What follows belongs to an exercise in optimizing a design on an open flow for small area, a short achievable clock period and few clock cycles; a production flow would make more cautious choices. Where RTL was checked, it was by simulation tests only, not by an equivalence proof against the original. The RTL of runs 1, 2, 8 and 9 was laid out without a check of its function.

<file path="flow/design.v">
module lab9(x,y,z,clk,reset,start,done);
input [7:0]x,y;
input clk,reset;
input start;
output [7:0]z;
output done;
reg [7:0] a, b;
reg busy;
wire [7:0] o = a | b;
wire [7:0] lo = {|o[6:0], |o[5:0], |o[4:0], |o[3:0], |o[2:0], |o[1:0], o[0], 1'b0};
wire [7:0] m0 = ~lo;                      
wire [7:0] m1 = lo & ~{lo[6:0], 1'b0};       
wire a_odd = |(a & m0);
wire b_odd = |(b & m0);
wire d_2 = ~|((a ^ b) & m1);              
wire [7:0] pr = ~(a ^ b);                 
wire [7:0] g = a & ~b;
wire [7:0] t = a | ~b;
wire [7:0] G, T;
wire g10 = g[1] | (t[1] & g[0]),  t10 = t[1] & t[0];
wire g32 = g[3] | (t[3] & g[2]),  t32 = t[3] & t[2];
wire g54 = g[5] | (t[5] & g[4]),  t54 = t[5] & t[4];
wire g76 = g[7] | (t[7] & g[6]),  t76 = t[7] & t[6];
wire g20 = g[2] | (t[2] & g10),   t20 = t[2] & t10;
wire g30 = g32 | (t32 & g10),     t30 = t32 & t10;
wire g64 = g[6] | (t[6] & g54),   t64 = t[6] & t54;
wire g74 = g76 | (t76 & g54),     t74 = t76 & t54;
assign G[0] = g[0];              assign T[0] = t[0];
assign G[1] = g10;               assign T[1] = t10;
assign G[2] = g20;               assign T[2] = t20;
assign G[3] = g30;               assign T[3] = t30;
assign G[4] = g[4] | (t[4] & g30); assign T[4] = t[4] & t30;
assign G[5] = g54 | (t54 & g30);   assign T[5] = t54 & t30;
assign G[6] = g64 | (t64 & g30);   assign T[6] = t64 & t30;
assign G[7] = g74 | (t74 & g30);   assign T[7] = t74 & t30;
wire [7:0] c  = {G[6:0], 1'b0};           
wire [7:0] c1 = {G[6:0] | T[6:0], 1'b1};  
wire [7:0] dab = pr ^ c1;                 
wire [7:0] dba = ~(pr ^ c);               
wire a_ge = G[7] | T[7];                  
wire fin = &pr | ~|a | ~|b;
assign done = busy & fin;
assign z = o;
always @(posedge clk) begin
	if (reset)
		busy <= 1'b0;
	else if (start)
		busy <= 1'b1;
	else if (fin)
		busy <= 1'b0;
end
always @(posedge clk) begin
	if (start) begin
		a <= x;
		b <= y;
	end else if (!a_odd) begin
		a <= a >> 1;
	end else if (!b_odd) begin
		b <= b >> 1;
	end else begin
		if (a_ge)
			a <= d_2 ? dab[7:2] : dab[7:1];
		else
			a <= d_2 ? dba[7:2] : dba[7:1];
		if (!a_ge)
			b <= a;
	end
end
endmodule
</file>
<file path="flow/flow/run.sh">
#!/bin/bash
# The standard layout, with the smallest buffer on every input and output port
# instead of the one buffer_ports picks by default.
set -euo pipefail
bash standard.sh "BUFFER_PORTS_ARGS=-buffer_cell sky130_fd_sc_hd__buf_1" finish > standard.log 2>&1
</file>
<file path="flow/standard.sh">
#!/bin/bash
# synth_recipe.tcl (not shown) runs the flow's synth.tcl, then flattens the netlist and writes it again
# the make line also repeats each setting of config.mk as NAME=value (left out here)
make -C /OpenROAD-flow-scripts/flow DESIGN_CONFIG=/design/flow/config.mk WORK_HOME=/design/flow/orfs CLKGATE_MAP_FILE= SYNTH_SCRIPT=/design/flow/synth_recipe.tcl "${@:-finish}"
</file>
<file path="flow/config.mk">
export PLATFORM = sky130hd
export DESIGN_NAME = lab9
export DESIGN_NICKNAME = lab9
export VERILOG_FILES = /design/flow/design.v
export SDC_FILE = /design/flow/constraint.sdc
export NUM_CORES = 4
export LEC_CHECK = 0
export CAP_MARGIN = 20
export CORE_MARGIN = 2
export CORE_UTILIZATION = 40
export SETUP_SLACK_MARGIN = 2.0
export SLEW_MARGIN = 20
</file>
<file path="flow/constraint.sdc">
create_clock -name core_clock -period 5.0 [get_ports {clk}]
set_input_delay 1.0000 -clock core_clock [delete_from_list [all_inputs] [get_ports {clk}]]
set_output_delay 1.0000 -clock core_clock [all_outputs]
set_load 0.01 [all_outputs]
</file>
==> results of run 1 <==
-- tightest hold or removal path, cell delays in order, from the launching register on --
cell     delay [ps]
dfxtp_1         340
a41oi_1         100
nor2_1           90
-- cells by family (layout without fill, tap and decap cells) --
group                      Yosys count  count (layout)  synth area share (%)
and+or+nand+nor                     56              56                 15.15
AOI/OAI and AO/OA                   53              53                 20.94
buffers and inverters               35              77                 7.542
adders and majority gates           27              27                 19.39
DFF                                 17              17                 26.94
muxes                               12              12                 6.734
xor gates and xnor gates             7               7                 3.300
-- state kept, by name (all words and copies together) (netlist names) --
name / count
b: 8
busy: 1
a: 8
-- cell type report --
type / instances / area share, %
clock buffer: 3 / 1.872
tap: 52 / 2.950
multi-input combinational: 155 / 56.72
timing repair buffer: 45 / 10.78
sequential: 17 / 22.69
clock inverter: 1 / 0.2269
inverter: 28 / 4.765
-- metal layers --
metal  GRT usage, %  up-vias
li1               -      840
met1          29.23      812
met2          34.35       58
met3          2.917       12
met4          10.06        0
met5              0        -
-- repair_timing --
item                                   CTS  global route
endpoints found under the hold margin    0             0
pin swaps                                0             2
setup endpoints to repair               12             6
resized for setup                        2             8
buffers inserted                         2            14
-- synth_stat cells (2+ instances only) --
cell      count
a21o_1        2
a21oi_1      12
a221o_1       6
a22o_1        7
a31oi_1       3
and2_1        2
and3_1        2
buf_1         2
clkbuf_1      3
edfxtp_1     16
fa_1          3
ha_1         24
inv_1        28
mux2_2        4
mux2i_1       8
nand2_1      11
nand2b_1      2
nand3_1       3
nand4_1       2
nor2_1       16
nor2b_1       5
nor4_1        7
o21ai_0       7
o311ai_0      3
o31a_1        2
o31ai_1       2
or3_1         2
xnor2_1       6
-- worst max path at each step --
stage / start / cells after the start / slack [ps] / end
6_report: a[4] / 6 / 2100 / done
5_1_grt: b[0] / 10 / 1970 / a[3]
4_1_cts: a[4] / 6 / 2010 / done
3_5_place_dp: b[0] / 7 / 1850 / b[1]
3_3_place_gp: b[0] / 7 / 1930 / b[2]
2_1_floorplan: b[0] / 8 / 2310 / b[0]
==> results_dict.tcl, run 1 <==
set metrics [dict create \
    status "finished clean" \
    drt_iter0_markers 109 \
    synth_top_area_share_pct 25.86 \
    antenna_cells 0 \
    fin_cells 301 \
    wl_met1_mm 2.447 \
    floorplan.initialDensity_pct 42.09 \
    min_to "busy" \
    rows 24 \
    min_period_over_period_pct 58.05 \
    clock_sink_count 17 \
    clk_pin_slew_ps 70 \
    synth_edf_count 16 \
    place_area_um2 2004 \
    vias 1722 \
    multi_input_area_um2 1251 \
    worstPathMaxFanout 6 \
    area_growth_pct 18.72 \
    routed_wl_mm 5.415 \
    final-seq-area_um2 500.5 \
    dp.cells 281 \
    dpl.hpwl_mm 4.072 \
    rsz0062_at_grt "yes" \
    max_stage_delay_ps 460 \
    min_path_cells 2 \
    worst-slew-pin-transition_ps 541.2 \
    slew_violations 0 \
    post-route-util_pct 49.97 \
    grt_pass1_vias 1705 \
    hold_class "register to register" \
    synth_cells 207 \
    ctsHoldBuffers 0 \
    wl_met3_um 252 \
    nets 296 \
    crit_type "register to output pin" \
    grt_overflow 0 \
    setup_violations 0 \
    firstDrtPassIters 4 \
    finalCriticalPeriod_ps 2902 \
    cp_slowest_cell "edfxtp_1" \
    met2WireLength_mm 2.580 \
    vias_per_cell 5.721 \
    yosys.area.top_type "edfxtp_1" \
    grt.total_usage_pct 21.65 \
    ioPinCount 28 \
    synthFlopType "edfxtp_1" \
    worstHoldStart "busy" \
    antenna_found_initial 0 \
    final.setup_skew_ps 7.668 \
    cts_tree "built" \
    coreArea_um2 4414 \
    grt_pass1_wl_mm 8.645 \
    max_freq_mhz 344.5 \
    syn_area_um2 1858 \
    setup_tns_ps 0 \
    ys_warn_count 1 \
    required_ps 4000 \
    ant_nets 0 \
    r2r_end "a[4]" \
    grt_max_degree 21 \
    yosys.cell_types.count 45 \
    max-cap-violations 0 \
    htree_levels 1 \
    end_kind "output pin" \
    synthTopCellsByArea "edfxtp_1, ha_1, inv_1, mux2i_1, a22o_1" \
    ys_async_sr_fraction_pct 0 \
    rr_worst_depth 10 \
    fin_area_um2 2206 \
    drc 0 \
    n_fill_cell 426 \
    finalHoldViolations 0 \
    ys_seq_area_share_pct 26.94 \
    timing.hold.ws_ps 555.3 \
    crit_chain "inv_1 -> ha_1 -> nor4_1 -> nand2_1 -> a31oi_1 -> clkbuf_2" \
    setup_ws_ps 2098 \
    cts_buffer_depth 2 \
    critical_path.startpoint_type "register" \
    layout-drive-gt1-share_pct 14.86 \
    reg2reg_slack_ps 2120 \
    critPathTopFamily "flip-flops" \
    syn-num-nets 253 \
    die-area_um2 5206 \
    syn_area_per_cell_um2 8.976 \
    ctsRootBufferMaster "clkbuf_8" \
    die_h_um 72.16 \
    wire_per_inst_um 17.99 \
    portBuffers 27 \
    place_ws_ps 1846 \
    routabilityCongestion 0.8889 \
    cts_buffers 3 \
    slew_headroom_pct 63.81 \
    top_layer_used "met4" \
    clk_latency_ps 260 \
    final_cell_mix "inv_1, buf_1, ha_1" \
    r2r-start "b[0]" \
    cp_num_buf_inv 2 \
    cp.arrival_ps 1900 \
    die_w_um 72.16 \
    ys_ff_latch 17 \
]
==> inputs of run 2 (changes only) <==
--- a/flow/config.mk
+++ b/flow/config.mk
@@ -8,5 +8,5 @@
 export CAP_MARGIN = 20
 export CORE_MARGIN = 2
 export CORE_UTILIZATION = 40
-export SETUP_SLACK_MARGIN = 2.0
+export SETUP_SLACK_MARGIN = 2.5
 export SLEW_MARGIN = 20
==> run 2 against run 1 <==
Synthesized cell count did not move; critical path depth is 3 higher; worst hold slack worse by 11 ps.
==> results_dict.tcl, run 2 <==
set metrics [dict create \
    antenna_cells 0 \
    path_common_cell "or3_4" \
    cp_slowest_cell "edfxtp_1" \
    synth_top_family_by_area "compound AO/OA/AOI/OAI gates" \
    grt.total_usage_pct 25.18 \
    grt_pass1_vias 1912 \
    min_period_over_period_pct 58.24 \
    status "finished clean" \
    syn_area_per_cell_um2 8.976 \
    rr_worst_depth 9 \
    ys_ff_latch 17 \
    setup_violations 0 \
    finalHoldViolations 0 \
    required_ps 5010 \
    max_freq_mhz 343.4 \
    slew_violations 0 \
    synthXorXnorAreaFrac_pct 3.300 \
    wire_per_inst_um 19.92 \
    critical_path.startpoint_type "register" \
    antenna_found_initial 0 \
    routed_wl_mm 6.474 \
    cts_buffer_depth 2 \
    floorplan.initialDensity_pct 42.09 \
    setup_tns_ps 0 \
    min_path_cells 2 \
    grt_pass1_wl_mm 9.804 \
    timing.hold.ws_ps 544.7 \
    synth_most_common_cell "inv_1" \
    final.setup_skew_ps 4.106 \
    drt_iter0_markers 228 \
    grt_overflow 0 \
    yosys.area_share.simple_pct 15.15 \
    crit_chain "inv_2 -> buf_4 -> ha_4 -> or3_4 -> a311oi_2 -> or3_4 -> mux2i_1 -> xnor2_1 -> a221o_1" \
    clk_latency_ps 260 \
    max-cap-violations 0 \
    slew_headroom_pct 63.84 \
    yosys.area.top_type "edfxtp_1" \
    portBuffers 27 \
    drc 0 \
    yosys.area_share.adder_pct 19.39 \
    cts_tree "built" \
    ys_warn_count 1 \
    final_cell_mix "buf_4, buf_1, edfxtp_1" \
    hold_class "register to register" \
    syn_area_um2 1858 \
    rsz0062_at_grt "yes" \
    synthMuxAreaShare_pct 6.734 \
    crit_type "register to register" \
    vias 1938 \
    nets 320 \
    clk_pin_slew_ps 70 \
    cp_num_buf_inv 2 \
    ioPinCount 28 \
    ctsRootBufferMaster "clkbuf_8" \
    worst-slew-pin-transition_ps 541.2 \
    reg.largest.list "a x8, b x8, busy x1" \
    rows 24 \
    ctsHoldBuffers 0 \
    routabilityCongestion 0.9562 \
    layout-drive-gt1-share_pct 37.73 \
    grt_max_degree 21 \
    synth-compound-area-share_pct 20.94 \
    n_fill_cell 362 \
    yosys.cell_types.count 45 \
    yosys-top-cells-count "inv_1, ha_1, edfxtp_1, nor2_1, a21oi_1" \
    dpl.hpwl_mm 4.066 \
    area_growth_pct 44.71 \
    critPathTopFamily "compound AO/OA/AOI/OAI gates" \
    synthTopCellsByArea "edfxtp_1, ha_1, inv_1, mux2i_1, a22o_1" \
    cp_num_cells 9 \
    ys_async_sr_fraction_pct 0 \
    firstDrtPassIters 5 \
    die-area_um2 5206 \
    syn-num-nets 253 \
    max_stage_delay_ps 520 \
    synth_edf_count 16 \
    final-seq-area_um2 500.5 \
    post-route-util_pct 60.91 \
    cts_buffers 3 \
    vias_per_cell 5.963 \
    worstPathMaxFanout 6 \
    ys_seq_area_share_pct 26.94 \
    htree_levels 1 \
    synthFlopType "edfxtp_1" \
    clock_sink_count 17 \
    synth_top_area_share_pct 25.86 \
    ant_nets 0 \
    multi_input_area_um2 1526 \
    finalCriticalPeriod_ps 2912 \
    cp.arrival_ps 2920 \
    final_common_cell "buf_4" \
    synth_cells 207 \
    end_kind "register" \
    coreArea_um2 4414 \
    die_h_um 72.16 \
    die_w_um 72.16 \
]
## run 2: cell counts after synthesis
Identical to the previous run, type by type.
## run 2: cell type report
cell class / instances / share of cell area (%)
clock buffer: 3 / 1.536
clock inverter: 1 / 0.1861
inverter: 28 / 3.909
multi-input combinational: 155 / 56.77
sequential: 17 / 18.61
tap: 52 / 2.420
timing repair buffer: 69 / 16.57
## run 2: per-stage QoR
stage          std cells  worst slack (ps)  cell area, um2
2_1_floorplan        207              2428            1884
3_3_place_gp         280              1823            2023
3_5_place_dp         280              1849            2023
4_1_cts              312              2236            2447
5_1_grt              325              2052            2689
6_report             325              2088            2689
## run 2: metal layers
| metal | up-vias | global-route usage (%) | part of all wire, % |
|---|---|---|---|
| li1 | 895 | - | - |
| met1 | 908 | 31.17 | 38 |
| met2 | 108 | 42.30 | 49 |
| met3 | 27 | 5.000 | 7.5 |
| met4 | 0 | 11.32 | 4.9 |
| met5 | - | 0 | 0 |
## run 2: worst register-to-register path, stage by stage, from the launching register on
cell and delay, ps:
edfxtp_1 520, inv_2 90, buf_4 160, ha_4 150, or3_4 350, a311oi_2 330
or3_4 270, mux2i_1 250, xnor2_1 150, a221o_1 380
## run 2: kinds of logic after synthesis
kind of cell               count (synthesis)
and+or+nand+nor                           56
DFF                                       17
adders and majority gates                 27
xor gates and xnor gates                   7
AOI/OAI and AO/OA                         53
buffers and inverters                     35
muxes                                     12
## run 2: final timing paths
| path | to | from | slack, ps |
|---|---|---|---|
| min | busy | busy | 540 |
| max reg2reg | a[1] | a[0] | 2090 |
| max | a[1] | a[0] | 2090 |
| min reg2reg | busy | busy | 540 |
## run 2: timing repair
action / in CTS / in global routing
setup endpoints to repair: 32 / 29
setup buffers: 28 / 13
hold endpoints to repair: 0 / 0
resized for setup: 43 / 24
pin swaps: 15 / 22
==> inputs of run 3 (changes only) <==
--- a/flow/design.v
+++ b/flow/design.v
@@ -49,21 +49,15 @@
 	else if (fin)
 		busy <= 1'b0;
 end
+wire sh_a  = ~start & ~a_odd;             
+wire sh_b  = ~start & a_odd & ~b_odd;     
+wire sub   = ~start & a_odd & b_odd;      
+wire [7:0] dsel = a_ge ? (d_2 ? dab[7:2] : dab[7:1]) : (d_2 ? dba[7:2] : dba[7:1]);
+wire [7:0] a_nx = ({8{start}} & x) | ({8{sh_a}} & (a >> 1)) | ({8{sub}} & dsel) | ({8{sh_b}} & a);
+wire [7:0] b_nx = ({8{start}} & y) | ({8{sh_b}} & (b >> 1)) | ({8{sub & ~a_ge}} & a)
+                | ({8{sh_a | (sub & a_ge)}} & b);
 always @(posedge clk) begin
-	if (start) begin
-		a <= x;
-		b <= y;
-	end else if (!a_odd) begin
-		a <= a >> 1;
-	end else if (!b_odd) begin
-		b <= b >> 1;
-	end else begin
-		if (a_ge)
-			a <= d_2 ? dab[7:2] : dab[7:1];
-		else
-			a <= d_2 ? dba[7:2] : dba[7:1];
-		if (!a_ge)
-			b <= a;
-	end
+	a <= a_nx;
+	b <= b_nx;
 end
 endmodule
--- a/flow/config.mk
+++ b/flow/config.mk
@@ -8,5 +8,5 @@
 export CAP_MARGIN = 20
 export CORE_MARGIN = 2
 export CORE_UTILIZATION = 40
-export SETUP_SLACK_MARGIN = 2.5
+export SETUP_SLACK_MARGIN = 1.5
 export SLEW_MARGIN = 20
==> run 3 against run 2 <==
Still clean on timing, DRC and antenna; count of clock-buffer cells in the layout is 1 higher; critical path depth is the same; sequential share of layout area decreased by 2.4 points; global-route usage is 4.3 points lower; critical path type unchanged.
==> results_dict.tcl, run 3 <==
set metrics [dict create \
    vias_per_cell 5.852 \
    synthTopCellsByArea "dfxtp_1, ha_1, inv_1, xnor2_1, a221o_1" \
    ys_async_sr_fraction_pct 0 \
    layout-drive-gt1-share_pct 4.183 \
    setup_tns_ps 0 \
    end_kind "register" \
    post-route-util_pct 45.10 \
    post_cts.repair.setup_buffers 0 \
    htree_levels 1 \
    reg.largest.list "a x8, b x8, busy x1" \
    ant_nets 0 \
    yosys-top-cells-count "inv_1, ha_1, nand2_1" \
    floorplan.initialDensity_pct 40.83 \
    ys_seq_area_share_pct 17.88 \
    clk_pin_slew_ps 60 \
    r2r_end "a[2]" \
    reg2reg_slack_ps 1880 \
    yosys.cell_types.count 50 \
    final_common_cell "inv_1" \
    cp-startpoint "a[0]" \
    syn_area_per_cell_um2 7.996 \
    cts_tree "built" \
    dp.cells 313 \
    required_ps 5170 \
    die_w_um 72.98 \
    status "finished clean" \
    grt_overflow 0 \
    drc 0 \
    cts_buffers 3 \
    ctsHoldBuffers 0 \
    nets 309 \
    die-area_um2 5325 \
    finalHoldViolations 0 \
    cts_buffer_depth 2 \
    slew_headroom_pct 49.88 \
    synth_top_family_by_area "compound AO/OA/AOI/OAI gates" \
    synth_cells 238 \
    die_h_um 72.98 \
    max_freq_mhz 320.9 \
    routabilityCongestion 0.8509 \
    worstHoldStart "busy" \
    clk_latency_ps 250 \
    portBuffers 27 \
    min_path_cells 2 \
    grt.total_usage_pct 20.87 \
    routed_wl_mm 5.402 \
    yosys.area_share.simple_pct 17.42 \
    fin_cells 317 \
    drt_iter0_markers 138 \
    cts-resized-gates 0 \
    final_cell_mix "inv_1, buf_1, ha_1" \
    max-cap-violations 0 \
    crit_type "register to register" \
    synth_top_area_share_pct 17.88 \
    cp.arrival_ps 3280 \
    yosys.area.top_type "dfxtp_1" \
    grt_pass1_wl_mm 8.666 \
    syn_area_um2 1903 \
    synthXorXnorAreaFrac_pct 5.523 \
    ys_warn_count 1 \
    synth_most_common_cell "inv_1" \
    critical_path.startpoint_type "register" \
    grt_max_degree 38 \
    crit_path_end "a[2]" \
    n_fill_cell 466 \
    final.setup_skew_ps 5.080 \
    dpl.hpwl_mm 4.248 \
    syn-num-nets 283 \
    hold_class "register to register" \
    synthMuxAreaShare_pct 5.391 \
    rsz0062_at_grt "no" \
    setup_violations 0 \
    worstPathMaxFanout 6 \
    ioPinCount 28 \
    worst-slew-pin-transition_ps 745.6 \
    min_period_over_period_pct 62.32 \
    antenna_cells 0 \
    wire_per_inst_um 17.04 \
    firstDrtPassIters 4 \
    synth_edf_count 0 \
    slew_violations 0 \
    vias 1855 \
    yosys.area_share.adder_pct 18.28 \
    area_growth_pct 10.45 \
    rows 25 \
    synth-compound-area-share_pct 27.02 \
    rr_worst_depth 9 \
    grt_pass1_vias 1680 \
    finalCriticalPeriod_ps 3116 \
    timing.hold.ws_ps 536.5 \
    ys_ff_latch 17 \
    r2r-start "a[0]" \
    synthFlopType "dfxtp_1" \
    clock_sink_count 17 \
    coreArea_um2 4661 \
    antenna_found_initial 0 \
    ctsRootBufferMaster "clkbuf_8" \
]
run 3: cell types whose count changed after synthesis, sizes merged, moves of 4 or more:
cell | before | now
a22o | 7 | 2
a22oi | 1 | 6
dfxtp | 1 | 17
edfxtp | 16 | 0
inv | 28 | 33
nand2 | 11 | 18
nor2 | 16 | 10
nor4 | 7 | 11
o221ai | 0 | 4
o31ai | 2 | 10
xnor2 | 6 | 10
run 3: through the flow:
stage          cell area [um2]  worst slack [ps]
2_1_floorplan             1903              2443
3_3_place_gp              2057              1883
3_5_place_dp              2057              1962
4_1_cts                   2102              1917
5_1_grt                   2102              1761
6_report                  2102              1884
run 3: cell type report:
type / count / area, um2 / share of cell area, %
Inverter: 33 / 123.9 / 5.893
Timing Repair Buffer: 30 / 123.9 / 5.893
Tap cell: 54 / 67.56 / 3.214
Sequential cell: 17 / 340.3 / 16.19
Multi-Input combinational cell: 179 / 1401 / 66.67
Clock buffer: 4 / 45.04 / 2.143
run 3: cell families after synthesis:
group,Yosys count
AO/OA/AOI/OAI,69
XOR/XNOR,12
adder cells (fa/ha/maj),26
buffers and inverters,42
flip-flops,17
multiplexers,10
AND/OR/NAND/NOR,62
run 3: routing by layer:
metal	global-route usage [%]	routed length, um
met1	30.91	2507
met2	32.12	2481
met3	1.934	327
met4	5.967	86
met5	0	0
run 3: worst min path at each step:
stage | end | slack (ps)
floorplan | busy | 500
global placement | busy | 530
detailed placement | busy | 520
CTS | busy | 540
global route | busy | 560
finish | busy | 540
run 3: critical path, cell delays in order, from the launching register on:
cell      delay (ps)
dfxtp_1          460
ha_1             190
inv_1             50
fa_1             440
or2_2            300
a32oi_1          430
a221o_1          350
nand4b_1         330
o22a_1           350
o211ai_1         110
Testbench counts of run 3, summed over its fixed seeds: cycles 24,549.
==> inputs of run 4 (changes only) <==
--- a/flow/config.mk
+++ b/flow/config.mk
@@ -8,5 +8,5 @@
 export CAP_MARGIN = 20
 export CORE_MARGIN = 2
 export CORE_UTILIZATION = 40
-export SETUP_SLACK_MARGIN = 1.5
+export SETUP_SLACK_MARGIN = 2.0
 export SLEW_MARGIN = 20
==> run 4 against run 3 <==
Still clean; non-clock buffer count increased by 1; worst setup slack improved by 170 ps; via count decreased by 0.81%.
==> results_dict.tcl, run 4 <==
set metrics [dict create \
    cts_tree "built" \
    hold_class "register to register" \
    slew_violations 0 \
    grt_pass1_vias 1685 \
    syn_area_um2 1903 \
    max-cap-violations 0 \
    reg.largest.list "a x8, b x8, busy x1" \
    vias 1840 \
    cts_buffers 3 \
    cp_slowest_cell "dfxtp_2" \
    ys_seq_area_share_pct 17.88 \
    portBuffers 27 \
    htree_levels 1 \
    synthFlopType "dfxtp_1" \
    clk_latency_ps 250 \
    coreArea_um2 4661 \
    wl_met3_um 241 \
    wl_met1_mm 2.573 \
    syn_area_per_cell_um2 7.996 \
    yosys-top-cells-count "inv_1, ha_1, nand2_1" \
    max_freq_mhz 339.4 \
    syn-num-nets 283 \
    synth_edf_count 0 \
    crit_type "register to output pin" \
    dpl.hpwl_mm 4.248 \
    nets 310 \
    antenna_found_initial 0 \
    ctsRootBufferMaster "clkbuf_8" \
    setup_ws_ps 2054 \
    ys_warn_count 1 \
    critical_path.startpoint_type "register" \
    die-area_um2 5325 \
    rr_worst_depth 10 \
    firstDrtPassIters 4 \
    die_w_um 72.98 \
    yosys.area.top_type "dfxtp_1" \
    wire_per_inst_um 16.96 \
    finalCriticalPeriod_ps 2946 \
    yosys.cell_types.count 50 \
    grt_max_degree 38 \
    ctsHoldBuffers 0 \
    antenna_cells 0 \
    setup_tns_ps 0 \
    rsz0062_at_grt "yes" \
    grt_pass1_wl_mm 8.680 \
    finalHoldViolations 0 \
    final.setup_skew_ps 3.213 \
    slew_headroom_pct 48.83 \
    synthTopCellsByArea "dfxtp_1, ha_1, inv_1, xnor2_1, a221o_1" \
    met2WireLength_mm 2.494 \
    clock_sink_count 17 \
    synth_most_common_cell "inv_1" \
    ioPinCount 28 \
    grt_overflow 0 \
    worstPathMaxFanout 6 \
    ys_async_sr_fraction_pct 0 \
    final_common_cell "inv_1" \
    final_cell_mix "inv_1, buf_1, ha_1" \
    clk_pin_slew_ps 60 \
    die_h_um 72.98 \
    status "finished clean" \
    top_layer_used "met4" \
    max_stage_delay_ps 430 \
    rows 25 \
    timing.hold.ws_ps 536.0 \
    min_path_cells 2 \
    ant_nets 0 \
    layout-drive-gt1-share_pct 10.61 \
    floorplan.initialDensity_pct 40.83 \
    drt_iter0_markers 115 \
    place_ws_ps 1962 \
    synth_cells 238 \
    worst-slew-pin-transition_ps 761.1 \
    drc 0 \
    required_ps 4000 \
    end_kind "output pin" \
    grt.total_usage_pct 20.93 \
    cp.arrival_ps 1950 \
    post-route-util_pct 45.91 \
    min_period_over_period_pct 58.93 \
    crit_chain "inv_1 -> ha_1 -> nor4_1 -> nand2_1 -> a31oi_1 -> buf_1" \
    vias_per_cell 5.786 \
    setup_violations 0 \
    ys_ff_latch 17 \
    synth_top_area_share_pct 17.88 \
    routabilityCongestion 0.8509 \
    area_growth_pct 12.43 \
    cts_buffer_depth 2 \
    routed_wl_mm 5.394 \
]
[run 4: changes by cell type in the layout (fill, tap and decap cells not counted)]
cell and change:
dfxtp_1 -13, a32oi_1 -1, buf_4 +1, nor2_1 -1, or4_4 +1, a32oi_2 +1
or4_1 -1, nor2_2 +1, dfxtp_2 +13
[run 4: critical path: cells and delay by family, from the launching register on]
kind                     cells  cell delay [ps]
AO/OA/AOI/OAI                1              200
adder cells (fa/ha/maj)      1              340
buffers and inverters        2              310
flip-flops                   1              430
AND/OR/NAND/NOR              2              410
[run 4: layout make-up]
cell class / count / area (um2)
clock buffer: 4 / 45.04
fill: 457 / 2521
inverter: 33 / 123.9
multi-input combinational: 179 / 1415
sequential: 17 / 356.6
tap: 54 / 67.56
timing repair buffer: 31 / 131.4
[run 4: final timing paths]
check	start	to	slack (ps)
setup / recovery	b[4]	done	2050
hold / removal	busy	busy	540
setup reg to reg	a[0]	a[2]	2140
hold reg to reg	busy	busy	540
[run 4: stage by stage]
stage,cell area (um2),instances
3_3_place_gp,2057,313
4_1_cts,2115,317
5_1_grt,2140,318
2_1_floorplan,1903,238
6_report,2140,318
3_5_place_dp,2057,313
[run 4: cell families after synthesis]
kind of cell / count (synthesis) / synth area share, %
adders and majority gates: 26 / 18.28
AOI/OAI and AO/OA: 69 / 27.02
xor gates and xnor gates: 12 / 5.523
DFF: 17 / 17.88
muxes: 10 / 5.391
buffers and inverters: 42 / 8.481
and+or+nand+nor: 62 / 17.42
[run 4: repair_timing]
action / in CTS / in global routing
endpoints found under the setup margin: 12 / 12
buffers inserted: 0 / 1
endpoints found under the hold margin: 0 / 0
gates resized for setup: 5 / 11
pin swaps: 0 / 1
[run 4: metal layers]
metal | up-vias | track usage (%)
met2 | 51 | 32.32
met5 | - | 0
li1 | 919 | -
met3 | 8 | 1.934
met4 | 0 | 5.967
met1 | 862 | 30.91
==> inputs of run 5 (changes only) <==
==> flow/design.v (replaced) <==
module lab9(x,y,z,clk,reset,start,done);
input [7:0]x,y;
input clk,reset;
input start;
output [7:0]z;
output done;
reg [7:0] a, b;
reg busy;
wire [7:0] o = a | b;
wire [7:0] lo = {|o[6:0], |o[5:0], |o[4:0], |o[3:0], |o[2:0], |o[1:0], o[0], 1'b0};
wire [7:0] m0 = ~lo;                      
wire [7:0] m1 = lo & ~{lo[6:0], 1'b0};       
wire a_odd = |(a & m0);
wire b_odd = |(b & m0);
wire d_2 = ~|((a ^ b) & m1);              
wire [6:0] u = a[7:1], v = b[7:1];
wire [6:0] pr = ~(u ^ v);                 
wire [6:0] g = u & ~v;
wire [6:0] t = u | ~v;
wire [6:0] G, T;
wire g10 = g[1] | (t[1] & g[0]),  t10 = t[1] & t[0];
wire g32 = g[3] | (t[3] & g[2]),  t32 = t[3] & t[2];
wire g54 = g[5] | (t[5] & g[4]),  t54 = t[5] & t[4];
wire g20 = g[2] | (t[2] & g10),   t20 = t[2] & t10;
wire g30 = g32 | (t32 & g10),     t30 = t32 & t10;
wire g64 = g[6] | (t[6] & g54),   t64 = t[6] & t54;
assign G[0] = g[0];              assign T[0] = t[0];
assign G[1] = g10;               assign T[1] = t10;
assign G[2] = g20;               assign T[2] = t20;
assign G[3] = g30;               assign T[3] = t30;
assign G[4] = g[4] | (t[4] & g30); assign T[4] = t[4] & t30;
assign G[5] = g54 | (t54 & g30);   assign T[5] = t54 & t30;
assign G[6] = g64 | (t64 & g30);   assign T[6] = t64 & t30;
wire [6:0] c  = {G[5:0], 1'b0};           
wire [6:0] c1 = {G[5:0] | T[5:0], 1'b1};  
wire [6:0] dab = pr ^ c1;                 
wire [6:0] dba = ~(pr ^ c);               
wire a_ge = G[6] | T[6];                  
wire fin = (a == b) | ~|a | ~|b;
assign done = busy & fin;
assign z = o;
always @(posedge clk) begin
	if (reset)
		busy <= 1'b0;
	else if (start)
		busy <= 1'b1;
	else if (fin)
		busy <= 1'b0;
end
wire sh_a  = ~start & ~a_odd;             
wire sh_b  = ~start & a_odd & ~b_odd;     
wire sub   = ~start & a_odd & b_odd;      
wire [7:0] dsel = a_ge ? (d_2 ? dab[6:1] : dab) : (d_2 ? dba[6:1] : dba);
wire [7:0] a_nx = ({8{start}} & x) | ({8{sh_a}} & (a >> 1)) | ({8{sub}} & dsel) | ({8{sh_b}} & a);
wire [7:0] b_nx = ({8{start}} & y) | ({8{sh_b}} & (b >> 1)) | ({8{sub & ~a_ge}} & a)
                | ({8{sh_a | (sub & a_ge)}} & b);
always @(posedge clk) begin
	a <= a_nx;
	b <= b_nx;
end
endmodule
--- a/flow/config.mk
+++ b/flow/config.mk
@@ -8,5 +8,5 @@
 export CAP_MARGIN = 20
 export CORE_MARGIN = 2
 export CORE_UTILIZATION = 40
-export SETUP_SLACK_MARGIN = 2.0
+export SETUP_SLACK_MARGIN = 2.5
 export SLEW_MARGIN = 20
==> run 5 against run 4 <==
Area after synthesis fell by 5.5%; utilization rose by 14 points; critical path type unchanged; highest routed layer unchanged.
==> results_dict.tcl, run 5 <==
set metrics [dict create \
    fin_area_um2 2596 \
    n_fill_cell 380 \
    slew_headroom_pct 50.38 \
    required_ps 4000 \
    grt_overflow 0 \
    drc 0 \
    cp.arrival_ps 1810 \
    finalCriticalPeriod_ps 2806 \
    clk_latency_ps 270 \
    drt_iter0_markers 202 \
    rr_worst_depth 17 \
    crit_type "register to output pin" \
    portBuffers 27 \
    rows 24 \
    max-cap-violations 0 \
    coreArea_um2 4354 \
    floorplan.initialDensity_pct 41.32 \
    finalHoldViolations 0 \
    ant_nets 0 \
    grt_pass1_vias 1914 \
    yosys-top-cells-count "inv_1, ha_1, dfxtp_1" \
    hold_class "register to register" \
    place_area_um2 1946 \
    dpl.hpwl_mm 4.338 \
    die_w_um 71.07 \
    synth_cells 218 \
    setup_tns_ps 0 \
    cts_buffer_depth 2 \
    vias 2054 \
    min_period_over_period_pct 56.12 \
    final_cell_mix "buf_4, buf_1, inv_1" \
    grt_pass1_wl_mm 10.15 \
    end_kind "output pin" \
    cts_tree "built" \
    synth_most_common_cell "inv_1" \
    wire_per_inst_um 20.60 \
    rsz0062_at_grt "yes" \
    firstDrtPassIters 5 \
    grt.total_usage_pct 26.20 \
    yosys.cell_types.count 41 \
    max_freq_mhz 356.4 \
    syn_area_per_cell_um2 8.253 \
    setup_violations 0 \
    status "finished clean" \
    worst-slew-pin-transition_ps 742.2 \
    critical_path.startpoint_type "register" \
    nets 329 \
    ctsRootBufferMaster "clkbuf_8" \
    clock_sink_count 17 \
    ioPinCount 28 \
    synth_top_area_share_pct 18.92 \
    antenna_cells 0 \
    synthTopCellsByArea "dfxtp_1, ha_1, inv_1, mux2i_1, a221o_1" \
    synth_edf_count 0 \
    antenna_found_initial 0 \
    cts_buffers 3 \
    ctsHoldBuffers 0 \
    ys_seq_area_share_pct 18.92 \
    ys_warn_count 1 \
    min_path_cells 2 \
    grt_max_degree 16 \
    slew_violations 0 \
    yosys.area.top_type "dfxtp_1" \
    routabilityCongestion 0.9744 \
    reg.largest.list "a x8, b x8, busy x1" \
    final.setup_skew_ps 8.354 \
    syn-num-nets 262 \
    vias_per_cell 6.113 \
    die_h_um 71.07 \
    worstPathMaxFanout 4 \
    area_growth_pct 44.30 \
    htree_levels 1 \
    ys_async_sr_fraction_pct 0 \
    syn_area_um2 1799 \
    routed_wl_mm 6.920 \
    final_common_cell "buf_4" \
    synthFlopType "dfxtp_1" \
    ys_ff_latch 17 \
    die-area_um2 5050 \
    clk_pin_slew_ps 70 \
    layout-drive-gt1-share_pct 36.97 \
]
## run 5: changes by cell type after synthesis, moves of 4 or more
cell / before / now
a22oi_1: 6 / 0
nand2_1: 18 / 11
nor3b_1: 1 / 5
o31ai_1: 10 / 3
a22o_1: 2 / 7
o21ai_0: 4 / 9
a21oi_1: 13 / 8
xnor2_1: 10 / 6
o22ai_1: 1 / 7
## run 5: layout make-up
cell class / instances / area [um2] / share of cell area (%)
multi-input combinational: 163 / 1519 / 58.51
timing repair buffer: 69 / 434.2 / 16.72
sequential: 17 / 392.9 / 15.13
inverter: 31 / 138.9 / 5.349
tap: 52 / 65.06 / 2.506
clock buffer: 3 / 41.29 / 1.590
clock inverter: 1 / 5.005 / 0.1928
## run 5: cell families after synthesis
group,share of synthesized area (%)
compound gates,28.44
xor+xnor,4.381
fa+ha+maj,18.64
buf+inv,8.414
flops,18.92
mux,6.120
simple gates,15.09
## run 5: worst max-delay path: stages, from the launching register on
cell and delay, ps:
dfxtp_4 370, clkinvlp_4 130, ha_4 280, nor4_4 260
nand2_1 120, a31oi_1 200, buf_2 180
## run 5: final timing paths
path / startpoint / end / slack (ps)
worst max-delay path: b[5] / done / 2190
worst min register to register: busy / busy / 480
worst min-delay path: busy / busy / 480
worst max register to register: b[5] / busy / 2290
## run 5: layer usage
layer,vias up,GRT usage [%],share of wire [%]
met2,123,43.51,51
met4,0,12.58,3.6
met5,-,0,0
met1,965,32.84,38
met3,32,4.558,7.6
li1,934,-,-
## run 5: timing repair
item | CTS | global route
endpoints found under the hold margin | 0 | 0
buffers inserted | 29 | 11
setup endpoints to repair | 16 | 16
resized for setup | 65 | 25
pin swaps | 8 | 13
## run 5: through the flow
stage	hold slack (ps)	std cells	setup WS [ps]	util, %
4_1_cts	468.6	325	2375	55.26
6_report	477.9	336	2194	59.63
3_3_place_gp	459.6	292	2112	44.68
5_1_grt	517.2	336	2147	59.63
2_1_floorplan	444.6	218	2554	-
3_5_place_dp	460.3	292	2138	44.68
Testbench counts of run 5, summed over its fixed seeds: cycles 24,549.
==> inputs of run 6 (changes only) <==
--- a/flow/config.mk
+++ b/flow/config.mk
@@ -8,5 +8,5 @@
 export CAP_MARGIN = 20
 export CORE_MARGIN = 2
 export CORE_UTILIZATION = 40
-export SETUP_SLACK_MARGIN = 2.5
+export SETUP_SLACK_MARGIN = 2.25
 export SLEW_MARGIN = 20
==> run 6 against run 5 <==
Cell count shrank 8.9%; first-iteration DRC count decreased by 16%.
==> results_dict.tcl, run 6 <==
set metrics [dict create \
    setup_tns_ps 0 \
    rows 24 \
    end_kind "output pin" \
    status "finished clean" \
    syn_area_per_cell_um2 8.253 \
    critical_path.startpoint_type "register" \
    routed_wl_mm 5.859 \
    vias 1813 \
    clk_latency_ps 270 \
    yosys-top-cells-count "inv_1, ha_1, dfxtp_1" \
    worst-slew-pin-transition_ps 737.5 \
    grt_overflow 0 \
    portBuffers 27 \
    vias_per_cell 5.925 \
    layout-drive-gt1-share_pct 23.62 \
    ant_nets 0 \
    cts_buffer_depth 2 \
    slew_headroom_pct 50.70 \
    hold_class "register to register" \
    grt_pass1_vias 1651 \
    max_freq_mhz 372.1 \
    clk_pin_slew_ps 70 \
    final_common_cell "buf_1" \
    required_ps 4000 \
    firstDrtPassIters 5 \
    min_period_over_period_pct 53.74 \
    ys_async_sr_fraction_pct 0 \
    grt_pass1_wl_mm 9.032 \
    routabilityCongestion 0.9744 \
    ys_ff_latch 17 \
    coreArea_um2 4354 \
    n_fill_cell 434 \
    drc 0 \
    reg.largest.list "a x8, b x8, busy x1" \
    slew_violations 0 \
    drt_iter0_markers 169 \
    die_w_um 71.07 \
    synth_top_area_share_pct 18.92 \
    yosys.area.top_type "dfxtp_1" \
    antenna_found_initial 0 \
    area_growth_pct 24.76 \
    antenna_cells 0 \
    synthTopCellsByArea "dfxtp_1, ha_1, inv_1, mux2i_1, a221o_1" \
    finalCriticalPeriod_ps 2687 \
    setup_violations 0 \
    worstHoldStart "busy" \
    synth_most_common_cell "inv_1" \
    die_h_um 71.07 \
    final_cell_mix "buf_1, inv_1, ha_1" \
    synth_edf_count 0 \
    rsz0062_at_grt "no" \
    dpl.hpwl_mm 4.338 \
    grt_max_degree 16 \
    nets 299 \
    crit_type "register to output pin" \
    clock_sink_count 17 \
    cts_tree "built" \
    syn-num-nets 262 \
    cp-startpoint "b[5]" \
    synthFlopType "dfxtp_1" \
    yosys.cell_types.count 41 \
    ctsHoldBuffers 0 \
    finalHoldViolations 0 \
    cp.arrival_ps 1690 \
    r2r-start "a[1]" \
    grt.total_usage_pct 23.16 \
    ioPinCount 28 \
    htree_levels 1 \
    wire_per_inst_um 19.15 \
    final.setup_skew_ps 6.652 \
    worstPathMaxFanout 5 \
    max-cap-violations 0 \
    ctsRootBufferMaster "clkbuf_8" \
    cts_buffers 3 \
    syn_area_um2 1799 \
    die-area_um2 5050 \
    ys_warn_count 1 \
    synth_cells 218 \
    floorplan.initialDensity_pct 41.32 \
    ys_seq_area_share_pct 18.92 \
]
[run 6: kinds of logic after synthesis]
group,Yosys count,share of synthesized area (%)
flip-flops,17,18.92
XOR/XNOR,9,4.381
buffers and inverters,38,8.414
AND/OR/NAND/NOR,51,15.09
multiplexers,11,6.120
adder cells (fa/ha/maj),25,18.64
AO/OA/AOI/OAI,67,28.44
[run 6: what timing repair did]
action	CTS	global route
endpoints found under the setup margin	12	14
setup buffers	0	10
gates resized for setup	27	26
pin swaps	1	3
endpoints found under the hold margin	0	0
[run 6: routing by layer]
| layer | up-vias | share of wire (%) | wire (um) | GRT usage (%) |
|---|---|---|---|---|
| met3 | 9 | 5.5 | 325 | 3.419 |
| met4 | 0 | 1.7 | 99 | 6.080 |
| met1 | 850 | 43 | 2531 | 32.08 |
| met2 | 76 | 50 | 2902 | 37.80 |
| met5 | - | 0 | 0 | 0 |
| li1 | 878 | - | - | - |
[run 6: stage by stage]
step	setup WS [ps]	hold WS, ps	util (%)	area [um2]	instances
after global routing	2213	519.4	51.55	2245	306
after floorplan	2554	444.6	-	1799	218
after CTS	2250	468.6	47.44	2066	296
after detailed placement	2138	460.3	44.68	1946	292
after global placement	2112	459.6	44.68	1946	292
final	2313	476.1	51.55	2245	306
[run 6: critical path, cell delays in order (launching register included)]
cell and delay [ps]:
dfxtp_4 410, clkinvlp_4 150, ha_4 240, nor4_2 260, nand2_1 100, a31oi_1 130
buf_2 140
[run 6: layout make-up]
cell class	count	area, um2	share of cell area (%)
Multi-Input combinational cell	163	1435	63.94
Sequential cell	17	382.9	17.06
Timing Repair Buffer	39	192.7	8.584
Inverter	31	122.6	5.463
Tap cell	52	65.06	2.899
Clock buffer	3	41.29	1.839
Clock inverter	1	5.005	0.2230
[run 6: path summary, 6_finish.rpt]
path | endpoint | slack, ps | depth (start not counted)
min | busy | 480 | 2
max | done | 2310 | 6
max reg2reg | a[3] | 2350 | 9
min reg2reg | busy | 480 | 2
==> inputs of run 7 (changes only) <==
--- a/flow/config.mk
+++ b/flow/config.mk
@@ -8,5 +8,5 @@
 export CAP_MARGIN = 20
 export CORE_MARGIN = 2
 export CORE_UTILIZATION = 40
-export SETUP_SLACK_MARGIN = 2.25
+export SETUP_SLACK_MARGIN = 2.0
 export SLEW_MARGIN = 20
==> run 7 against run 6 <==
Largest cell class unchanged; fmax fell by 8.0%; critical path type unchanged; area after synthesis did not move; clock skew fell by 1.0 ps; register-to-register slack got worse by 110 ps; synthesized cell count did not move; global-route usage fell by 0.059 points; still clean.
==> results_dict.tcl, run 7 <==
set metrics [dict create \
    grt_use_met2_pct 37.69 \
    rsz0062_at_grt "no" \
    ys_ff_latch 17 \
    antenna_found_initial 0 \
    cts_buffer_depth 2 \
    clk_latency_ps 260 \
    die_h_um 71.07 \
    setup_tns_ps 0 \
    ys_seq_area_share_pct 18.92 \
    layout-drive-gt1-share_pct 11.89 \
    nets 289 \
    wire_per_inst_um 19.10 \
    setup_violations 0 \
    rows 24 \
    post_cts.repair.setup_buffers 0 \
    routed_wl_mm 5.653 \
    drc 0 \
    crit_type "register to output pin" \
    end_kind "output pin" \
    grt.total_usage_pct 23.10 \
    grt_pass1_vias 1661 \
    grt_pass1_wl_mm 9.018 \
    rr_worst_depth 10 \
    routabilityCongestion 0.9744 \
    slew_headroom_pct 50.78 \
    ioPinCount 28 \
    synthTopCellsByArea "dfxtp_1, ha_1, inv_1, mux2i_1, a221o_1" \
    slew_violations 0 \
    final_cell_mix "inv_1, buf_1, ha_1" \
    finalHoldViolations 0 \
    cp-startpoint "b[2]" \
    drt_iter0_markers 147 \
    reg2reg_slack_ps 2240 \
    antenna_cells 0 \
    reg.largest.list "a x8, b x8, busy x1" \
    vias_per_cell 6.095 \
    worstPathMaxFanout 6 \
    grt_overflow 0 \
    syn-num-nets 262 \
    final.setup_skew_ps 5.642 \
    synth_top_area_share_pct 18.92 \
    synthFlopType "dfxtp_1" \
    syn_area_per_cell_um2 8.253 \
    final_common_cell "inv_1" \
    grt_use_met1_pct 31.91 \
    hold_class "register to register" \
    portBuffers 27 \
    area_growth_pct 12.38 \
    max-cap-violations 0 \
    grt_busiest_layer "met2" \
    htree_levels 1 \
    finalCriticalPeriod_ps 2921 \
    critical_path.startpoint_type "register" \
    synth_edf_count 0 \
    dp.cells 292 \
    cts_buffers 3 \
    clock_sink_count 17 \
    ys_warn_count 1 \
    dpl.hpwl_mm 4.338 \
    setup_ws_ps 2079 \
    yosys.cell_types.count 41 \
    die_w_um 71.07 \
    yosys-top-cells-count "inv_1, ha_1, dfxtp_1" \
    fin_cells 296 \
    r2r_end "b[7]" \
    syn_area_um2 1799 \
    place_ws_ps 2138 \
    coreArea_um2 4354 \
    grt_max_degree 16 \
    cp.arrival_ps 1920 \
    ys_async_sr_fraction_pct 0 \
    cts_tree "built" \
    die-area_um2 5050 \
    clk_pin_slew_ps 80 \
    firstDrtPassIters 4 \
    synth_cells 218 \
    synth_most_common_cell "inv_1" \
    yosys.area.top_type "dfxtp_1" \
    min_period_over_period_pct 58.42 \
    floorplan.initialDensity_pct 41.32 \
    ctsRootBufferMaster "clkbuf_8" \
    vias 1804 \
    ant_nets 0 \
    crit_path_end "done" \
    max_freq_mhz 342.4 \
    required_ps 4000 \
    status "finished clean" \
    use_met3_pct 3.419 \
    r2r-start "b[1]" \
    worst-slew-pin-transition_ps 736.3 \
]
==> run 7: how the worst min path moves through the flow <==
stage / from / endpoint / slack, ps / cells after the start
6_report: busy / busy / 470 / 2
2_1_floorplan: busy / busy / 440 / 2
5_1_grt: busy / busy / 520 / 2
3_5_place_dp: busy / busy / 460 / 2
3_3_place_gp: busy / busy / 460 / 2
4_1_cts: busy / busy / 470 / 2
==> run 7: critical path: stages, from the launching register on <==
cell     delay, ps
dfxtp_1        470
inv_1          110
ha_1           360
nor4_2         290
nand2_1        130
a31oi_1        140
buf_1          160
==> run 7: what timing repair did <==
| item | CTS | global route |
|---|---|---|
| resized for setup | 3 | 13 |
| endpoints found under the setup margin | 1 | 10 |
| hold buffers | 0 | 0 |
| hold endpoints to repair | 0 | 0 |
==> run 7: through the flow <==
stage / hold WS [ps] / cell area (um2) / utilization, %
final: 469.7 / 2022 / 46.44
after global routing: 519.1 / 2022 / 46.44
after CTS: 468.6 / 2001 / 45.95
after detailed placement: 460.3 / 1946 / 44.68
after global placement: 459.6 / 1946 / 44.68
after floorplan: 444.6 / 1799 / -
==> run 7: kinds of logic (layout without fill, tap and decap cells) <==
logic type,count (synthesis),after routing,synth area share [%]
compound gates,67,67,28.44
simple gates,51,51,15.09
buf+inv,38,64,8.414
fa+ha+maj,25,25,18.64
xor+xnor,9,9,4.381
flops,17,17,18.92
mux,11,11,6.120
==> run 7: final cells by class <==
class | count | area, um2
multi-input cells | 163 | 1321
clock inverters | 1 | 5.005
fillers | 452 | 2332
repair buffers | 29 | 116.4
inverters | 31 | 116.4
flip-flops and latches | 17 | 356.6
clock buffers | 3 | 41.29
well taps | 52 | 65.06
==> run 7: metal layers <==
layer | vias up | part of all wire [%]
met4 | 0 | 1.9
met3 | 10 | 4.8
li1 | 854 | -
met5 | - | 0
met2 | 66 | 49
met1 | 874 | 45
==> inputs of run 8 (changes only) <==
--- a/flow/design.v
+++ b/flow/design.v
@@ -3,7 +3,7 @@
 input clk,reset;
 input start;
 output [7:0]z;
-output done;
+output reg done;
 reg [7:0] a, b;
 reg busy;
 wire [7:0] o = a | b;
@@ -37,15 +37,18 @@
 wire [6:0] dba = ~(pr ^ c);               
 wire a_ge = G[6] | T[6];                  
 wire fin = (a == b) | ~|a | ~|b;
-assign done = busy & fin;
 assign z = o;
 always @(posedge clk) begin
-	if (reset)
+	if (reset) begin
 		busy <= 1'b0;
-	else if (start)
-		busy <= 1'b1;
-	else if (fin)
-		busy <= 1'b0;
+		done <= 1'b0;
+	end else begin
+		done <= busy & fin & ~start;
+		if (start)
+			busy <= 1'b1;
+		else if (fin)
+			busy <= 1'b0;
+	end
 end
 wire sh_a  = ~start & ~a_odd;             
 wire sh_b  = ~start & a_odd & ~b_odd;     
--- a/flow/config.mk
+++ b/flow/config.mk
@@ -8,5 +8,5 @@
 export CAP_MARGIN = 20
 export CORE_MARGIN = 2
 export CORE_UTILIZATION = 40
-export SETUP_SLACK_MARGIN = 2.0
+export SETUP_SLACK_MARGIN = 3.0
 export SLEW_MARGIN = 20
==> run 8 against run 7 <==
Via count rose by 16%; count of clock-buffer cells in the layout increased by 1; global-route usage rose by 0.17 points; still clean; first-iteration DRC count rose by 30%.
==> results_dict.tcl, run 8 <==
set metrics [dict create \
    status "finished clean" \
    slew_violations 0 \
    final_cell_mix "buf_4, buf_1, nand2_1" \
    drc 0 \
    grt.total_usage_pct 23.27 \
    rsz0062_at_grt "yes" \
    cts_tree "built" \
    post-route-util_pct 63.54 \
    drt_iter0_markers 191 \
    routabilityCongestion 0.8145 \
    wl_met3_um 348 \
    synth_cells 229 \
    ys_ff_latch 18 \
    clock_sink_count 18 \
    critical_path.startpoint_type "register" \
    die_h_um 73 \
    grt_overflow 0 \
    die-area_um2 5329 \
    ctsRootBufferMaster "clkbuf_8" \
    worst-slew-pin-transition_ps 500.8 \
    ys_warn_count 1 \
    max_stage_delay_ps 390 \
    grt_pass1_wl_mm 9.542 \
    synthFlopType "dfxtp_1" \
    ys_seq_area_share_pct 18.92 \
    setup_ws_ps 2503 \
    yosys.cell_types.count 47 \
    ant_nets 0 \
    layout-drive-gt1-share_pct 48.54 \
    ctsHoldBuffers 0 \
    synthTopCellsByArea "dfxtp_1, ha_1, inv_1, a221o_1, mux2i_1" \
    dp.cells 303 \
    nets 354 \
    antenna_cells 0 \
    worstPathMaxFanout 7 \
    ioPinCount 28 \
    grt_pass1_vias 1879 \
    grt_max_degree 32 \
    max-cap-violations 0 \
    finalCriticalPeriod_ps 2497 \
    floorplan.initialDensity_pct 40.86 \
    top_layer_used "met4" \
    min_path_cells 1 \
    synth_most_common_cell "inv_1" \
    vias 2101 \
    syn_area_per_cell_um2 8.316 \
    crit_type "register to register" \
    fin_cells 363 \
    syn-num-nets 273 \
    clk_latency_ps 260 \
    area_growth_pct 55.52 \
    n_fill_cell 373 \
    r2r-start "b[1]" \
    min_to "done" \
    antenna_found_initial 0 \
    cp_slowest_cell "a221o_1" \
    rows 25 \
    portBuffers 27 \
    end_kind "register" \
    worstHoldStart "busy" \
    slew_headroom_pct 66.61 \
    yosys.area.top_type "dfxtp_1" \
    met2WireLength_mm 3.086 \
    syn_area_um2 1904 \
    vias_per_cell 5.788 \
    place_ws_ps 2273 \
    setup_violations 0 \
    htree_levels 1 \
    dpl.hpwl_mm 3.947 \
    firstDrtPassIters 4 \
    coreArea_um2 4661 \
    synth_top_area_share_pct 18.92 \
    r2r_end "b[1]" \
    clk_pin_slew_ps 60 \
    max_freq_mhz 400.5 \
    place_area_um2 2063 \
    reg.largest.list "a x8, b x8" \
    crit_chain "inv_4 -> buf_4 -> buf_6 -> ha_4 -> and3_4 -> a221o_1 -> a22oi_2 -> buf_4 -> nor4_4 -> buf_6 -> a221o_1" \
    wl_met1_mm 2.959 \
    required_ps 5140 \
    reg2reg_slack_ps 2500 \
    min_period_over_period_pct 49.94 \
    final.setup_skew_ps 10.13 \
    cts_buffer_depth 2 \
    critPathTopFamily "compound AO/OA/AOI/OAI gates" \
    yosys-top-cells-count "inv_1, ha_1, nand2_1" \
    final_common_cell "buf_4" \
    finalHoldViolations 0 \
    setup_tns_ps 0 \
    synth_edf_count 0 \
    hold_class "register to register" \
    routed_wl_mm 6.551 \
    cp_num_buf_inv 5 \
    cts_buffers 3 \
    ys_async_sr_fraction_pct 0 \
    fin_area_um2 2962 \
    wire_per_inst_um 18.05 \
    timing.hold.ws_ps 485.6 \
    cp.arrival_ps 2630 \
    rr_worst_depth 11 \
    die_w_um 73 \
]
run 8: cell count changes in the layout (fill, tap and decap cells not counted), moves of 8 or more:
cell | before | now
ha_1 | 20 | 12
inv_1 | 31 | 11
buf_4 | 2 | 44
dfxtp_4 | 1 | 13
inv_2 | 0 | 9
buf_6 | 0 | 14
ha_4 | 0 | 8
run 8: worst max-delay path by stage:
stage	slack (ps)	cells after the start	to	from
CTS	2600	11	a[5]	b[1]
global placement	1980	8	b[7]	start
detailed placement	2270	8	a[1]	start
global route	2420	11	a[1]	b[1]
finish	2500	11	b[1]	b[1]
floorplan	2650	11	a[5]	b[1]
run 8: cell type report:
class	count	area, um2	share of cell area (%)
sequential	18	412.9	13.94
inverter	30	145.1	4.901
timing repair buffer	84	641.9	21.67
multi-input combinational	173	1639	55.34
clock buffer	4	55.05	1.859
tap	54	67.56	2.281
run 8: worst reg2reg max path: stages, from the launching register on:
cell and delay [ps]:
dfxtp_4 360, inv_4 40, buf_4 120, buf_6 110, ha_4 170, and3_4 150, a221o_1 390, a22oi_2 340
buf_4 200, nor4_4 40, buf_6 140, a221o_1 320
run 8: cells by family (layout without fill, tap and decap cells):
kind of cell,after synthesis,in the layout,synth area share [%]
AOI/OAI and AO/OA,64,65,26.61
xor gates and xnor gates,9,9,4.139
adders and majority gates,25,25,17.61
buffers and inverters,39,118,9.001
DFF,18,18,18.92
muxes,11,11,5.979
and+or+nand+nor,63,63,17.74
run 8: repair_timing:
action                                  CTS  global route
pin swaps                                22            21
endpoints found under the hold margin     0             0
endpoints found under the setup margin   24            24
gates resized for setup                  85            34
setup buffers                            39            15
gates cloned                              1             1
run 8: metal layers:
metal  track usage (%)  vias up
met3             1.519       16
li1                  -      999
met4             6.996        0
met1             33.64     1009
met5                 0        -
met2             36.94       77
==> inputs of run 9 (changes only) <==
--- a/flow/config.mk
+++ b/flow/config.mk
@@ -8,5 +8,5 @@
 export CAP_MARGIN = 20
 export CORE_MARGIN = 2
 export CORE_UTILIZATION = 40
-export SETUP_SLACK_MARGIN = 3.0
+export SETUP_SLACK_MARGIN = 2.5
 export SLEW_MARGIN = 20
==> run 9 against run 8 <==
Still clean on timing, DRC and antenna; clock skew fell by 8.2 ps; wire length is 19% lower; via count shrank 13%; utilization shrank 14 points; sequential cell count unchanged; register-to-register slack improved by 60 ps; fmax is 2.5% higher; critical path type unchanged; largest cell class unchanged; highest routed layer unchanged.
==> results_dict.tcl, run 9 <==
set metrics [dict create \
    synth_top_area_share_pct 18.92 \
    clk_pin_slew_ps 70 \
    cts_buffer_depth 2 \
    wire_per_inst_um 16.51 \
    routabilityCongestion 0.8240 \
    ys_ff_latch 18 \
    max-cap-violations 0 \
    worst-slew-pin-transition_ps 450.6 \
    setup_violations 0 \
    worstPathMaxFanout 7 \
    synth_cells 229 \
    cts_buffers 3 \
    n_fill_cell 472 \
    yosys-top-cells-count "inv_1, ha_1, nand2_1" \
    vias 1831 \
    routed_wl_mm 5.334 \
    syn-num-nets 273 \
    rsz0062_at_grt "yes" \
    rows 25 \
    crit_chain "inv_1 -> ha_1 -> o21bai_4 -> a21oi_4 -> buf_4 -> a221oi_2 -> buf_4 -> or2_2 -> and2_4 -> a221o_1" \
    ys_seq_area_share_pct 18.92 \
    hold_class "register to register" \
    die-area_um2 5329 \
    ant_nets 0 \
    clk_latency_ps 250 \
    end_kind "register" \
    firstDrtPassIters 4 \
    slew_violations 0 \
    yosys.area.top_type "dfxtp_1" \
    multi_input_area_um2 1449 \
    die_w_um 73 \
    cp.arrival_ps 2580 \
    dpl.hpwl_mm 4.065 \
    grt_overflow 0 \
    syn_area_um2 1904 \
    antenna_cells 0 \
    grt.total_usage_pct 21.36 \
    floorplan.initialDensity_pct 40.86 \
    grt_max_degree 32 \
    syn_area_per_cell_um2 8.316 \
    coreArea_um2 4661 \
    path_common_cell "buf_4" \
    cp_slowest_cell "dfxtp_2" \
    clock_sink_count 18 \
    setup_tns_ps 0 \
    fin_area_um2 2315 \
    final.setup_skew_ps 1.918 \
    finalHoldViolations 0 \
    portBuffers 27 \
    critical_path.startpoint_type "register" \
    finalCriticalPeriod_ps 2436 \
    grt_pass1_wl_mm 8.976 \
    final-seq-area_um2 384.1 \
    final_cell_mix "inv_1, buf_1, ha_1" \
    crit_type "register to register" \
    die_h_um 73 \
    slew_headroom_pct 69.96 \
    ys_warn_count 1 \
    cts_tree "built" \
    synthFlopType "dfxtp_1" \
    status "finished clean" \
    grt_pass1_vias 1839 \
    drc 0 \
    min_period_over_period_pct 48.72 \
    ys_async_sr_fraction_pct 0 \
    antenna_found_initial 0 \
    required_ps 5140 \
    yosys.cell_types.count 47 \
    htree_levels 1 \
    layout-drive-gt1-share_pct 23.42 \
    place_area_um2 2042 \
    synthTopCellsByArea "dfxtp_1, ha_1, inv_1, a221o_1, mux2i_1" \
    ioPinCount 28 \
    max_freq_mhz 410.5 \
    reg.largest.list "a x8, b x8" \
    synth_most_common_cell "inv_1" \
    nets 314 \
    vias_per_cell 5.669 \
    synth_edf_count 0 \
    post-route-util_pct 49.66 \
    max_stage_delay_ps 370 \
    area_growth_pct 21.55 \
    drt_iter0_markers 167 \
    ctsRootBufferMaster "clkbuf_8" \
]
-- run 9: cell counts after synthesis --
No cell type changed its count.
-- run 9: path summary, 6_finish.rpt --
kind                            start   end  slack, ps  depth (start not counted)
worst max-delay path             a[3]  a[5]       2560                         10
worst min-delay path             busy  done        480                          1
worst max register to register   a[3]  a[5]       2560                         10
worst min register to register   busy  done        480                          1
-- run 9: final cells by class --
cell class,count,share of cell area (%)
sequential,18,16.59
timing repair buffer,45,10.54
multi-input combinational,172,62.59
tap,54,2.919
clock buffer,4,2.378
inverter,30,4.973
-- run 9: routing by layer --
| layer | track usage [%] | wire (um) | up-vias |
|---|---|---|---|
| met5 | 0 | 0 | - |
| met4 | 6.996 | 109 | 0 |
| met3 | 2.210 | 283 | 12 |
| met2 | 33.63 | 2393 | 52 |
| met1 | 30.34 | 2548 | 855 |
| li1 | - | - | 912 |
-- run 9: repair_timing --
| action | 4_1_cts | 5_1_grt |
|---|---|---|
| pin swaps | 7 | 9 |
| endpoints found under the setup margin | 16 | 15 |
| hold buffers | 0 | 0 |
| cloned | 0 | 0 |
| buffers inserted | 11 | 5 |
| gates resized for setup | 12 | 22 |
-- run 9: per-stage QoR --
stage	cells	hold slack [ps]	setup WS (ps)
after CTS	318	485.6	2410
after floorplan	229	448.4	2533
after global routing	323	512.9	2436
after detailed placement	303	475.1	2202
final	323	483.7	2564
after global placement	303	468.9	1972
-- run 9: critical path, delay by kind of cell, from the launching register on --
kind / cells / cell delay [ps]
AO/OA/AOI/OAI: 4 / 660
AND/OR/NAND/NOR: 2 / 520
buffers and inverters: 3 / 450
flip-flops: 1 / 370
adder cells (fa/ha/maj): 1 / 310
-- run 9: logic make-up (layout without fill, tap and decap cells) --
family | count (synthesis) | count (layout) | synth area share (%)
multiplexers | 11 | 11 | 5.979
XOR/XNOR | 9 | 9 | 4.139
adder cells (fa/ha/maj) | 25 | 25 | 17.61
AND/OR/NAND/NOR | 63 | 63 | 17.74
buffers and inverters | 39 | 79 | 9.001
flip-flops | 18 | 18 | 18.92
AO/OA/AOI/OAI | 64 | 64 | 26.61

==> separate check: timing with driven ports <==
The results above use ideal ports. As a check the final layouts listed here were re-extracted and re-timed, cells and wires unchanged. Step 1 (the two cells are an assumption about what drives the block):
set clk [get_ports {clk}]
set_driving_cell -lib_cell sky130_fd_sc_hd__clkbuf_16 $clk
set_driving_cell -lib_cell sky130_fd_sc_hd__buf_2 [delete_from_list [all_inputs] $clk]
Step 2 times the ports against the registers' clock, not the clock port: input delays grow and output delays shrink by t, the midpoint of the rising clock arrivals with the driver on. Three values: ideal, step 1, step 2; two values: the first two.
run | shift t [ns] | slack for setup (ns) | worst register clock-pin slew, ns | worst data-port slew with drivers (ns) | pins driven straight from the clock port
run 1 | 0.279 | 2.098 / 2.071 / 2.119 | 0.07 / 0.07 | 0.04 | 1
run 2 | 0.285 | 2.088 / 2.088 / 2.088 | 0.08 / 0.08 | 0.03 | 1
run 3 | 0.275 | 1.884 / 1.879 / 1.884 | 0.06 / 0.06 | 0.03 | 1
run 4 | 0.275 | 2.054 / 2.028 / 2.137 | 0.06 / 0.06 | 0.03 | 1
run 5 | 0.293 | 2.194 / 2.164 / 2.290 | 0.08 / 0.08 | 0.03 | 1
run 6 | 0.291 | 2.313 / 2.284 / 2.188 | 0.08 / 0.08 | 0.03 | 1
run 7 | 0.291 | 2.079 / 2.050 / 2.181 | 0.08 / 0.08 | 0.03 | 1
run 8 | 0.276 | 2.503 / 2.503 / 2.287 | 0.08 / 0.08 | 0.03 | 1
run 9 | 0.275 | 2.564 / 2.564 / 2.334 | 0.07 / 0.07 | 0.03 | 1
After both steps every run listed still meets setup and hold. For run 9, which loses most, drivers alone change the setup slack by 0.000 ns; drivers and shift together by -0.230 ns.
